From an optimization exercise on the open Yosys and OpenROAD flow, aimed at small area; shortcuts taken in it are not production practice.
Where RTL was checked, it was by simulation tests only, not by an equivalence proof against the original.
Power figures rest on the tool's default switching activity, not on a simulated workload.

## fixed_point_divider
module fixed_point_divider #(
    IN_WIDTH = 12,
    OUT_WIDTH = 12
) (
    input clk,
    input rst_n,
    input logic din_valid,
    input  logic signed [ IN_WIDTH-1:0] rs1,
    input  logic signed [ IN_WIDTH-1:0] rs2,
    output logic        [OUT_WIDTH-1:0] rd,
    output logic                        dout_valid
);
make LEC_CHECK=0 CAP_MARGIN=20 CORE_MARGIN=2 CORE_UTILIZATION=60 CTS_BUF_LIST='sky130_fd_sc_hd__clkbuf_4 sky130_fd_sc_hd__clkbuf_8' CTS_CLUSTER_DIAMETER=40 CTS_CLUSTER_SIZE=16 SLEW_MARGIN=20 finish   # period 10.0 ns
run.sh (not shown) runs the stock make flow with config.mk's settings and CLKGATE_MAP_FILE= SYNTH_SCRIPT=/design/flow/synth_recipe.tcl, a recipe that flattens the netlist after the stock synthesis.
==> next run, changes <==
Settings changed: CORE_UTILIZATION 60 to 40, CTS_BUF_LIST sky130_fd_sc_hd__clkbuf_4 sky130_fd_sc_hd__clkbuf_8 to default, CTS_CLUSTER_DIAMETER 40 to default, CTS_CLUSTER_SIZE 16 to default.
=> The changed run produced a clean layout. Die area came out higher by 49%. Worst hold slack degrades by 0.021 ns. Total power increases by 6.0%. Clock power went up by 38%.
==> next run, changes <==
Settings changed: CORE_UTILIZATION 40 to 60, CTS_BUF_LIST from default to sky130_fd_sc_hd__clkbuf_8, CTS_CLUSTER_DIAMETER from default to 60, CTS_CLUSTER_SIZE from default to 24.
After rerunning:
- The changed run produced a clean layout
- clock-buffer cell count shrinks by 30
- global-route usage went up by 5.5 points
- hold slack gets better by 0.027 ns
- sequential share of layout area grows by 3.7 points

* * *

== build 85 ==
Another version of the RTL of fixed_point_divider (not shown whole).
Size in the first run: about 820 cells after synthesis, about 360 flip-flops, roughly 40 I/O pins, roughly 12000 µm² of cells after synthesis.
// fixed_point_divider
module fixed_point_divider #(
    IN_WIDTH = 12,
    OUT_WIDTH = 12
) (
    input clk,
    input rst_n,
    input logic din_valid,
    input  logic signed [ IN_WIDTH-1:0] rs1,
    input  logic signed [ IN_WIDTH-1:0] rs2,
    output logic        [OUT_WIDTH-1:0] rd,
    output logic                        dout_valid
);
==> flow/config.mk <==
export PLATFORM = sky130hd
export DESIGN_NAME = fixed_point_divider
export DESIGN_NICKNAME = fixed_point_divider
export VERILOG_FILES = /design/flow/design.v
export SDC_FILE = /design/flow/constraint.sdc
export NUM_CORES = 4
export LEC_CHECK = 0
export CAP_MARGIN = 20
export CORE_MARGIN = 2
export CORE_UTILIZATION = 75
export PLACE_DENSITY = 0.85
export SLEW_MARGIN = 20
==> flow/constraint.sdc <==
create_clock -name core_clock -period 10.0 [get_ports {clk}]
set_input_delay 2.0000 -clock core_clock [delete_from_list [all_inputs] [get_ports {clk}]]
set_output_delay 2.0000 -clock core_clock [all_outputs]
set_load 0.01 [all_outputs]
standard.sh (not shown) runs the stock make flow with config.mk's settings and CLKGATE_MAP_FILE= SYNTH_SCRIPT=/design/flow/synth_recipe.tcl, a recipe that flattens the netlist after the stock synthesis.
==> flow/flow/run.sh <==
#!/bin/bash
# Layout flow: the standard ORFS flow (standard.sh), with two changes to
# how the layout is built:
#  - ports are buffered with sky130_fd_sc_hd__buf_1 instead of the buffer
#    ORFS picks by itself (a 10 um2 clock-delay buffer);
#  - clock tree synthesis uses clkbuf_8 leaf clusters and no dummy loads.
# Everything else (synthesis, floorplan, power grid, placement, routing) is
# the standard flow.  The full output goes to flow.log in this folder; the
# per-step ORFS logs are under orfs/logs/.
set -euo pipefail
cd "$(dirname "$0")/.."
export BUFFER_PORTS_ARGS="-buffer_cell sky130_fd_sc_hd__buf_1"
export CTS_ARGS="-sink_clustering_enable -repair_clock_nets -dont_use_dummy_load -buf_list sky130_fd_sc_hd__clkbuf_8 sky130_fd_sc_hd__clkbuf_16 -sink_clustering_size 30 -sink_clustering_max_diameter 50"
bash standard.sh > flow.log 2>&1
Build 85 never completed, since it errored out during clock tree synthesis (4_1_cts).
Here is what was changed in the inputs of build 20 compared with build 85.
--- a/flow/flow/run.sh
+++ b/flow/flow/run.sh
@@ -13 +13 @@
-export CTS_ARGS="-sink_clustering_enable -repair_clock_nets -dont_use_dummy_load -buf_list sky130_fd_sc_hd__clkbuf_8 sky130_fd_sc_hd__clkbuf_16 -sink_clustering_size 30 -sink_clustering_max_diameter 50"
+export CTS_ARGS="-sink_clustering_enable -repair_clock_nets -dont_use_dummy_load -buf_list sky130_fd_sc_hd__clkbuf_16 -sink_clustering_size 30 -sink_clustering_max_diameter 50"
Build 20: all stages complete, timing, DRC and antenna checks passed
From build 85 to build 20, row count did not move at all.
Diff build 85..build 20 | height of the die | unchanged
The number of distinct library cell variants in the gate-level netlist after synthesis was comparable across build 85 and build 20.
Taking build 85 as the reference, in build 20 post-synthesis compound-gate area fraction about even; effective utilization at floorplan roughly the same; pre-CTS setup slack barely changed; synthesized cell count held.
There was hardly any difference in synthesized netlist net count between build 85 and build 20.
From build 85 to build 20, number of enable-type register cells in the synthesized netlist did not move at all.
No functional check of the RTL was part of any run of this note.

what the ideal ports hide:
The results above use ideal ports. As a check the final layouts listed here were re-extracted and re-timed, cells and wires unchanged. Step 1 assumes that a clkbuf_16 drives the clock port and a buf_2 every other input. Step 2 moves the port delays by t, midway between the first and last clock arrival at a register: inputs arrive t later, outputs are due t later. That takes back most of the time a late clock gives input paths. Three values: no drivers, after step 1, after step 2; two values: the first two.
| run | t, ns | setup slack, ns | hold WS [ns] |
|---|---|---|---|
| the first run of note 1 | 0.598 | 0.384 / 0.384 / 0.384 | 0.314 / 0.314 / 0.314 |
| the second run of note 1 | 0.564 | 0.368 / 0.368 / 0.368 | 0.293 / 0.293 / 0.293 |
| the third run of note 1 | 0.590 | 0.361 / 0.361 / 0.361 | 0.320 / 0.320 / 0.320 |
| build 20 | 0.550 | 0.140 / 0.140 / 0.140 | 0.276 / 0.276 / 0.276 |
After both steps setup and hold are still met in every run listed.
